Source: an optimization exercise on an open RTL-to-GDS flow (aim: small area). Production flows keep margins and buffers that such runs may drop.
Only simulation tests tie the RTL to the original design; equivalence was not proved.
Power figures rest on the tool's default switching activity, not on a simulated workload.

## job 101
## odu_count_gen_fifo
module odu_count_gen_fifo(
    input           clk,
    input           rst,
    input           enable_chid,
    input           type_chid,
    input           fifo_read_enable,
    output          fifo_empty,
    output [394:0]  fifo_data_out,
    output [383:0]  data_chid,
    output          data_valid_chid
    );
==> flow/config.mk <==
export PLATFORM = sky130hd
export DESIGN_NAME = odu_count_gen_fifo
export DESIGN_NICKNAME = odu_count_gen_fifo
export VERILOG_FILES = /design/flow/design.v
export SDC_FILE = /design/flow/constraint.sdc
export NUM_CORES = 4
export LEC_CHECK = 0
export ABC_AREA = 1
export CAP_MARGIN = 20
export CORE_AREA = 4 4 266 266
export CTS_BUF_LIST = sky130_fd_sc_hd__clkbuf_16
export DIE_AREA = 0 0 270 270
export GPL_TIMING_DRIVEN = 0
export PLACE_DENSITY = 0.45
export SETUP_SLACK_MARGIN = 0.05
export SLEW_MARGIN = 20
==> flow/constraint.sdc <==
create_clock -name core_clock -period 6.0 [get_ports {clk}]
set_input_delay 1.2000 -clock core_clock [delete_from_list [all_inputs] [get_ports {clk}]]
set_output_delay 1.2000 -clock core_clock [all_outputs]
set_load 0.01 [all_outputs]
standard.sh (not shown) runs the stock make flow with config.mk's settings and CLKGATE_MAP_FILE= SYNTH_SCRIPT=/design/flow/synth_recipe.tcl, a recipe that flattens the netlist after the stock synthesis.
==> flow/flow/run.sh <==
#!/bin/bash
# The standard flow with these changes:
#  - after the standard synthesis, the combinational cells are re-mapped for
#    area (remap.sh); the flip-flops are left exactly as synthesis made them;
#  - the port buffers use the smallest buffer cell (sky130_fd_sc_hd__buf_1);
#  - clock tree synthesis inserts no dummy loads;
#  - global placement is not timing driven (GPL_TIMING_DRIVEN 0), and the
#    synthesis buffers it would have removed are removed before it
#    (pre_global_place.tcl).
set -euo pipefail
export PRE_GLOBAL_PLACE_TCL=$(pwd)/flow/pre_global_place.tcl
export BUFFER_PORTS_ARGS="-buffer_cell sky130_fd_sc_hd__buf_1"
export CTS_ARGS="-sink_clustering_enable -repair_clock_nets -buf_list sky130_fd_sc_hd__clkbuf_16 -dont_use_dummy_load"
RES=orfs/results/${FLOW_PLATFORM:-sky130hd}/odu_count_gen_fifo/base
bash standard.sh synth > log_1_standard_synth.txt 2>&1
cp $RES/1_2_yosys.v 1_2_yosys_standard.v
bash flow/remap.sh 1_2_yosys_standard.v 1_2_yosys_remap.v log_2_remap_yosys.txt
cp 1_2_yosys_remap.v $RES/1_2_yosys.v
touch $RES/1_2_yosys.v
bash standard.sh > log_3_standard_finish.txt 2>&1
==> flow/flow/pre_global_place.tcl <==
# remove the buffers synthesis inserted, as global placement does when it is
# timing driven
remove_buffers
Other scripts of this flow, unchanged in this note and not shown: flow/flow/remap.sh
No stage failed in job 101, and the final checks on the layout all came back clean.
> inputs changed (job 101 -> job 102)
--- a/flow/config.mk
+++ b/flow/config.mk
@@ -12,5 +12,5 @@
 export DIE_AREA = 0 0 270 270
 export GPL_TIMING_DRIVEN = 0
-export PLACE_DENSITY = 0.45
+export PLACE_DENSITY = 0.5
 export SETUP_SLACK_MARGIN = 0.05
 export SLEW_MARGIN = 20
[summary]
Delta (job 102 minus job 101): number of vias after detailed routing saw little to no change, cell-internal power saw little to no change, final instance area saw a decrease, worst hold-check slack saw little to no change. Wire: job 102 routes less than job 101. Per the comparison of job 102 with job 101, clock power share fell 0.3 points; count of TritonRoute iterations in the first routing pass fell 2; fill cell total of the finished layout rose 28.
Edits applied to the flow inputs when going from job 102 to job 103:
--- a/flow/flow/run.sh
+++ b/flow/flow/run.sh
@@ -4,10 +4,6 @@
 #    area (remap.sh); the flip-flops are left exactly as synthesis made them;
 #  - the port buffers use the smallest buffer cell (sky130_fd_sc_hd__buf_1);
-#  - clock tree synthesis inserts no dummy loads;
-#  - global placement is not timing driven (GPL_TIMING_DRIVEN 0), and the
-#    synthesis buffers it would have removed are removed before it
-#    (pre_global_place.tcl).
+#  - clock tree synthesis inserts no dummy loads.
 set -euo pipefail
-export PRE_GLOBAL_PLACE_TCL=$(pwd)/flow/pre_global_place.tcl
 export BUFFER_PORTS_ARGS="-buffer_cell sky130_fd_sc_hd__buf_1"
 export CTS_ARGS="-sink_clustering_enable -repair_clock_nets -buf_list sky130_fd_sc_hd__clkbuf_16 -dont_use_dummy_load"
==> flow/config.mk <==
export PLATFORM = sky130hd
export DESIGN_NAME = odu_count_gen_fifo
export DESIGN_NICKNAME = odu_count_gen_fifo
export VERILOG_FILES = /design/flow/design.v
export SDC_FILE = /design/flow/constraint.sdc
export NUM_CORES = 4
export LEC_CHECK = 0
export ABC_AREA = 1
export CAP_MARGIN = 5
export CORE_AREA = 4 4 276 276
export CTS_BUF_LIST = sky130_fd_sc_hd__clkbuf_16
export DIE_AREA = 0 0 280 280
export PLACE_DENSITY = 0.6
export SETUP_SLACK_MARGIN = 0.1
export SLEW_MARGIN = 5
removed: flow/flow/pre_global_place.tcl
### Flow results
- Relative to job 102, sequential share of layout area has decreased by 0.35 points in job 103.
- In the tables for job 103 and job 102, height of the die reads higher with job 103.
- Looking at cell with the largest stage delay on the worst path, the o21ai_0 result is from job 103; the o22ai_1 one comes from job 102.
- Summary of job 103 over job 102: utilization has decreased; setup fix buffers added after clock tree synthesis has decreased; multi-input gate share of total cell area has decreased.
--- input diff job 103..job 104 ---
--- a/flow/config.mk
+++ b/flow/config.mk
@@ -7,9 +7,9 @@
 export LEC_CHECK = 0
 export ABC_AREA = 1
-export CAP_MARGIN = 5
+export CAP_MARGIN = 20
 export CORE_AREA = 4 4 276 276
 export CTS_BUF_LIST = sky130_fd_sc_hd__clkbuf_16
 export DIE_AREA = 0 0 280 280
+export GPL_TIMING_DRIVEN = 0
 export PLACE_DENSITY = 0.6
-export SETUP_SLACK_MARGIN = 0.1
-export SLEW_MARGIN = 5
+export SLEW_MARGIN = 20
Summary of job 104 over job 103: wire length of the first global-routing pass has increased, clock-net power picked up an extra about 1%.
The fraction of final layout cells sized beyond drive strength 1 of job 104 exceeds that of job 103 by 7.5 points.
Changes observed in job 104 relative to job 103: worst hold slack +0.023 ns, design area +9.5%, share of total power in combinational logic +0.2 points, core utilization +2.1 points, wire length ~0 delta.
Job 103 → job 104: worst setup slack after layout -0.042 ns; placement-stage cell area +about 7%.

* * *

Another version of the RTL of odu_count_gen_fifo (not shown whole).
Size: about 790 I/O pins, roughly 13,000 sq um of cells after synthesis.
clock: 6.0 ns
lec_check: 0
abc_area: 1
cap_margin: 20
core_area: 4 4 276 276
cts_buf_list: sky130_fd_sc_hd__clkbuf_8
cts_cluster_size: 30
die_area: 0 0 280 280
place_density: 0.6
slew_margin: 20
==> flow/flow/run.sh <==
#!/bin/bash
# The standard flow with two changes:
#  - after the standard synthesis, the combinational cells are re-mapped for
#    area (remap.sh); the flip-flops are left exactly as synthesis made them;
#  - the port buffers use the smallest buffer cell (sky130_fd_sc_hd__buf_1).
set -euo pipefail
export BUFFER_PORTS_ARGS="-buffer_cell sky130_fd_sc_hd__buf_1"
RES=orfs/results/${FLOW_PLATFORM:-sky130hd}/odu_count_gen_fifo/base
bash standard.sh synth > log_1_standard_synth.txt 2>&1
cp $RES/1_2_yosys.v 1_2_yosys_standard.v
bash flow/remap.sh 1_2_yosys_standard.v 1_2_yosys_remap.v log_2_remap_yosys.txt
cp 1_2_yosys_remap.v $RES/1_2_yosys.v
touch $RES/1_2_yosys.v
bash standard.sh > log_3_standard_finish.txt 2>&1
==> flow/flow/remap.sh <==
#!/bin/bash
# remap.sh IN.v OUT.v LOG
# Re-maps the combinational cells of the standard synthesis netlist IN.v for
# area with ABC's area mapper, keeping every flip-flop instance (name, cell
# type, connections and the names of the nets its Q pin drives) unchanged.
set -euo pipefail
IN=$1; OUT=$2; LOG=$3
FLOW=${FLOW_HOME:-/OpenROAD-flow-scripts/flow}
LIB=$FLOW/platforms/sky130hd/lib/sky130_fd_sc_hd__tt_025C_1v80.lib
YOSYS=$(command -v yosys || echo /OpenROAD-flow-scripts/tools/install/yosys/bin/yosys)
SEQ=$(grep -o 'sky130_fd_sc_hd__[a-z0-9_]*' $IN | sort -u | grep -E '__(e?s?df|dl|sdl|edf)' | tr '\n' ' ')
DU=""
for c in $(grep -o 'sky130_fd_sc_hd__\(lpflow_[a-z0-9_]*\|probe[a-z_0-9]*\)' $LIB | sort -u); do DU="$DU -dont_use $c"; done
A="strash;dch,-f;amap;topo"
cat > ${OUT%.v}.ys <<EOY
read_liberty -ignore_miss_func $LIB
read_verilog $IN
hierarchy -top odu_count_gen_fifo
blackbox $SEQ
flatten
rename -hide w:_*_.*
opt_clean
stat -liberty $LIB
abc -liberty $LIB $DU -script +$A;$A;$A;$A
read_liberty -lib -overwrite $LIB
splitnets
opt_clean -purge
hilomap -singleton -hicell sky130_fd_sc_hd__conb_1 HI -locell sky130_fd_sc_hd__conb_1 LO
insbuf -buf sky130_fd_sc_hd__buf_4 A X
check -assert
stat -liberty $LIB
write_verilog -noattr -nohex -nodec $OUT
EOY
$YOSYS -s ${OUT%.v}.ys > $LOG 2>&1
The first run finished but failed the layout checks on setup timing.
Change:
Settings changed: CTS_BUF_LIST sky130_fd_sc_hd__clkbuf_8 to sky130_fd_sc_hd__clkbuf_4 sky130_fd_sc_hd__clkbuf_8, CTS_CLUSTER_DIAMETER set to 100.
What happened: The changed run finished with setup timing left. Area after synthesis stays the same. Sequential power stays flat. Setup slack does not change. Synthesized cell count stays the same. First-iteration DRC count does not change. Die area stays the same. Total power is unchanged. Hold slack does not change. Cell area does not change.

* * *

wip/violet:
RTL: one of the versions met above, not the one the previous note started from.
Size: roughly 2,000 cells after synthesis, roughly 790 I/O pins, about 13,000 um^2 of cells after synthesis.
Settings: LEC_CHECK=0, ABC_AREA=1, CAP_MARGIN=20, CORE_AREA=4 4 266 266, CTS_BUF_LIST=sky130_fd_sc_hd__clkbuf_16, DIE_AREA=0 0 270 270, GPL_TIMING_DRIVEN=0, PLACE_DENSITY=0.4, SETUP_SLACK_MARGIN=0.05, SLEW_MARGIN=20; clock period 6.0 ns.
==> flow/flow/run.sh <==
#!/bin/bash
# The standard flow with these changes:
#  - after the standard synthesis, the combinational cells are re-mapped for
#    area (remap.sh); the flip-flops are left exactly as synthesis made them;
#  - the port buffers use the smallest buffer cell (sky130_fd_sc_hd__buf_1);
#  - clock tree synthesis inserts no dummy loads;
#  - global placement is not timing driven (GPL_TIMING_DRIVEN 0), and the
#    synthesis buffers it would have removed are removed before it
#    (pre_global_place.tcl).
set -euo pipefail
export PRE_GLOBAL_PLACE_TCL=$(pwd)/flow/pre_global_place.tcl
export BUFFER_PORTS_ARGS="-buffer_cell sky130_fd_sc_hd__buf_1"
export CTS_ARGS="-sink_clustering_enable -repair_clock_nets -buf_list sky130_fd_sc_hd__clkbuf_16 -dont_use_dummy_load"
RES=orfs/results/${FLOW_PLATFORM:-sky130hd}/odu_count_gen_fifo/base
bash standard.sh synth > log_1_standard_synth.txt 2>&1
cp $RES/1_2_yosys.v 1_2_yosys_standard.v
bash flow/remap.sh 1_2_yosys_standard.v 1_2_yosys_remap.v log_2_remap_yosys.txt
cp 1_2_yosys_remap.v $RES/1_2_yosys.v
touch $RES/1_2_yosys.v
bash standard.sh > log_3_standard_finish.txt 2>&1
Other scripts of this flow, unchanged in this note and not shown: flow/flow/pre_global_place.tcl, flow/flow/remap.sh
Input changes introduced in wip/harbor (baseline for comparison: wip/violet):
Settings: changing DIE_AREA from 0 0 270 270 to 0 0 280 280; changing PLACE_DENSITY from 0.4 to 0.6; changing CORE_AREA from 4 4 266 266 to 4 4 276 276.
Notes after the runs:
- Routed wire in wip/harbor totals less than in wip/violet.
- wip/harbor against wip/violet: part of the total power dissipated in sequential elements grew by 0.2 points; final critical path time including I/O delays and setup rose by 0.086 ns; final hold slack fell by 0.0066 ns; internal power barely changed; maximum clock frequency saw a decrease.
Inputs modified between wip/harbor and wip/garnet:
Settings: changing DIE_AREA from 0 0 280 280 to 0 0 270 270; changing CORE_AREA from 4 4 276 276 to 4 4 266 266; changing PLACE_DENSITY from 0.6 to 0.75; changing SETUP_SLACK_MARGIN from 0.05 to 0.1.
wip/garnet ran to completion and came out clean on the timing, DRC and antenna checks. Destination of the critical timing path = data_chid[23]: wip/garnet; destination of the critical timing path = fifo_data_out[239]: wip/harbor. In the reports for wip/harbor and wip/garnet, the larger maximum frequency belongs to wip/garnet. The more densely filled core belongs to wip/garnet, not wip/harbor. Depth of the critical timing path with buffers and inverters included: lower on wip/harbor.
Input-level comparison between wip/fjord and wip/garnet:
Settings: swapping 4 4 266 266 for 4 4 276 276 in CORE_AREA; swapping 0.75 for 0.6 in PLACE_DENSITY; swapping 0 0 270 270 for 0 0 280 280 in DIE_AREA.
[summary]
The detailed-route wire length reported for wip/fjord is smaller than that of wip/garnet by 0.98%. The final reports for wip/fjord and wip/garnet show critical path depth higher in the former. Summary of wip/fjord over wip/garnet: chip width went up 10 um, fraction of the cycle the final worst path needs fell by 1.1 points, maximum fanout along the worst path dropped 61.
What wip/cedar does differently from wip/fjord at the input level:
Settings: a change of DIE_AREA from 0 0 280 280 to 0 0 270 270; a change of SETUP_SLACK_MARGIN from 0.1 to 0.05; a change of CORE_AREA from 4 4 276 276 to 4 4 266 266; a change of PLACE_DENSITY from 0.6 to 0.65.
Notes after the runs:
In the flow results for wip/cedar and wip/fjord, the number of iterations in the first detailed-routing pass is larger on wip/fjord.
Summary — area enclosed by the die boundary, wip/cedar relative to wip/fjord: lower, by about 7%.
As far as cell internal power dissipation is concerned, wip/cedar and wip/fjord perform about the same.
Compared with wip/fjord, wip/cedar degrades minimum setup slack in the final design.
Going from wip/fjord to wip/cedar, the cell area power density was found to have gone up by 1.3 nW/um^2.
Against wip/fjord, routed wire length per instance in wip/cedar rose slightly.
The sequential cell count of wip/fjord and that of wip/cedar are within noise of each other.
Changes in wip/tundra relative to wip/cedar:
Settings: swapping 0.65 for 0.6 in PLACE_DENSITY.
Notes after the runs:
Clock period minus worst slack in wip/tundra is 0.060 ns above wip/cedar. Worst-case clock buffer depth across wip/tundra and wip/cedar: no real change. wip/tundra vs wip/cedar: design area down slightly. Going from wip/cedar to wip/tundra, fraction of layout instances using a drive strength above 1 shrinks by 0.37 points. Delta (wip/tundra minus wip/cedar): post-CTS resize count went down by about 15%; area added between synthesis and finish dropped 0.40 points; global-route usage now sits lower.

* * *

Starting RTL as in the previous note.
==> flow/config.mk <==
export PLATFORM = sky130hd
export DESIGN_NAME = odu_count_gen_fifo
export DESIGN_NICKNAME = odu_count_gen_fifo
export VERILOG_FILES = /design/flow/design.v
export SDC_FILE = /design/flow/constraint.sdc
export NUM_CORES = 4
export LEC_CHECK = 0
export ABC_AREA = 1
export CAP_MARGIN = 20
export CORE_AREA = 4 4 266 266
export CTS_BUF_LIST = sky130_fd_sc_hd__clkbuf_16
export DIE_AREA = 0 0 270 270
export GPL_TIMING_DRIVEN = 0
export PLACE_DENSITY = 0.6
export SETUP_SLACK_MARGIN = 0.1
export SLEW_MARGIN = 20
==> flow/constraint.sdc <==
create_clock -name core_clock -period 6.0 [get_ports {clk}]
set_input_delay 1.2000 -clock core_clock [delete_from_list [all_inputs] [get_ports {clk}]]
set_output_delay 1.2000 -clock core_clock [all_outputs]
set_load 0.01 [all_outputs]
==> flow/flow/pre_global_place.tcl <==
# remove the buffers synthesis inserted, as global placement does when it is
# timing driven
remove_buffers
==> flow/flow/remap.sh <==
#!/bin/bash
# remap.sh IN.v OUT.v LOG
# Re-maps the combinational cells of the standard synthesis netlist IN.v for
# area with ABC's area mapper, keeping every flip-flop instance (name, cell
# type, connections and the names of the nets its Q pin drives) unchanged.
set -euo pipefail
IN=$1; OUT=$2; LOG=$3
FLOW=${FLOW_HOME:-/OpenROAD-flow-scripts/flow}
LIB=$FLOW/platforms/sky130hd/lib/sky130_fd_sc_hd__tt_025C_1v80.lib
YOSYS=$(command -v yosys || echo /OpenROAD-flow-scripts/tools/install/yosys/bin/yosys)
SEQ=$(grep -o 'sky130_fd_sc_hd__[a-z0-9_]*' $IN | sort -u | grep -E '__(e?s?df|dl|sdl|edf)' | tr '\n' ' ')
DU=""
for c in $(grep -o 'sky130_fd_sc_hd__\(lpflow_[a-z0-9_]*\|probe[a-z_0-9]*\)' $LIB | sort -u); do DU="$DU -dont_use $c"; done
A="strash;dch,-f;amap,-F,10,-A,10;topo"
cat > ${OUT%.v}.ys <<EOY
read_liberty -ignore_miss_func $LIB
read_verilog $IN
hierarchy -top odu_count_gen_fifo
blackbox $SEQ
flatten
rename -hide w:_*_.*
opt_clean
stat -liberty $LIB
abc -liberty $LIB $DU -script +$A;$A;$A;$A
read_liberty -lib -overwrite $LIB
splitnets
opt_clean -purge
hilomap -singleton -hicell sky130_fd_sc_hd__conb_1 HI -locell sky130_fd_sc_hd__conb_1 LO
insbuf -buf sky130_fd_sc_hd__buf_4 A X
check -assert
stat -liberty $LIB
write_verilog -noattr -nohex -nodec $OUT
EOY
$YOSYS -s ${OUT%.v}.ys > $LOG 2>&1
Scripts as last shown in full above: flow/flow/run.sh
Next try:
--- a/flow/flow/run.sh
+++ b/flow/flow/run.sh
@@ -5,8 +5,4 @@
 #  - the port buffers use the smallest buffer cell (sky130_fd_sc_hd__buf_1);
-#  - clock tree synthesis inserts no dummy loads;
-#  - global placement is not timing driven (GPL_TIMING_DRIVEN 0), and the
-#    synthesis buffers it would have removed are removed before it
-#    (pre_global_place.tcl).
+#  - clock tree synthesis inserts no dummy loads.
 set -euo pipefail
-export PRE_GLOBAL_PLACE_TCL=$(pwd)/flow/pre_global_place.tcl
 export BUFFER_PORTS_ARGS="-buffer_cell sky130_fd_sc_hd__buf_1"
CORE_AREA = 4 4 276 276   (was 4 4 266 266)
DIE_AREA = 0 0 280 280   (was 0 0 270 270)
GPL_TIMING_DRIVEN = default   (was 0)
removed: flow/flow/pre_global_place.tcl
- combinational power grows slightly
- global-route usage shrinks by 0.97 points
- sequential power hardly moves
- synthesized cell count is unchanged
- sequential share of layout area shrinks by 0.30 points

[re-timing with driven ports]
The flow's constraints put no driver on any port. The routed layouts listed below were extracted and timed again, unchanged, in two steps.
Step 1 assumes that a clkbuf_16 drives the clock port and a buf_2 every other input.
Step 2 adds t to the input delays and takes it off the output delays; t is the mean of the earliest and latest rising clock arrival at the registers after step 1. Input paths then give back, and output paths get back, about the clock's delay inside the block.
Slacks: no drivers / after step 1 / after step 2; pairs: no drivers / after step 1.
| run | t, ns | slack for setup (ns) | worst hold slack (ns) |
|---|---|---|---|
| job 101 | 0.386 | 0.207 / 0.164 / 0.193 | 0.460 / 0.460 / 0.460 |
| job 102 | 0.394 | 0.183 / 0.132 / 0.192 | 0.459 / 0.459 / 0.459 |
| job 103 | 0.393 | 0.262 / 0.209 / 0.601 | 0.433 / 0.433 / 0.433 |
| job 104 | 0.394 | 0.220 / 0.169 / 0.123 | 0.456 / 0.456 / 0.456 |
| the first run of note 2 | 0.418 | -0.440 / -0.476 / -0.058 | 0.415 / 0.415 / 0.415 |
| the second run of note 2 | 0.418 | -0.440 / -0.476 / -0.058 | 0.415 / 0.415 / 0.415 |
| wip/violet | 0.390 | 0.218 / 0.171 / 0.275 | 0.464 / 0.464 / 0.464 |
| wip/harbor | 0.405 | 0.133 / 0.078 / 0.246 | 0.457 / 0.457 / 0.457 |
| wip/garnet | 0.395 | 0.214 / 0.166 / 0.204 | 0.456 / 0.456 / 0.456 |
| wip/fjord | 0.395 | 0.280 / 0.227 / 0.251 | 0.471 / 0.471 / 0.471 |
| wip/cedar | 0.390 | 0.200 / 0.153 / 0.189 | 0.453 / 0.453 / 0.453 |
| wip/tundra | 0.391 | 0.139 / 0.093 / 0.089 | 0.461 / 0.461 / 0.461 |
| the first run of note 4 | 0.394 | 0.167 / 0.119 / 0.297 | 0.456 / 0.456 / 0.456 |
| the second run of note 4 | 0.405 | 0.219 / 0.162 / 0.567 | 0.435 / 0.435 / 0.435 |
The setup slack of job 104, which loses most, moves by -0.051 ns with the drivers and by -0.097 ns with both steps.
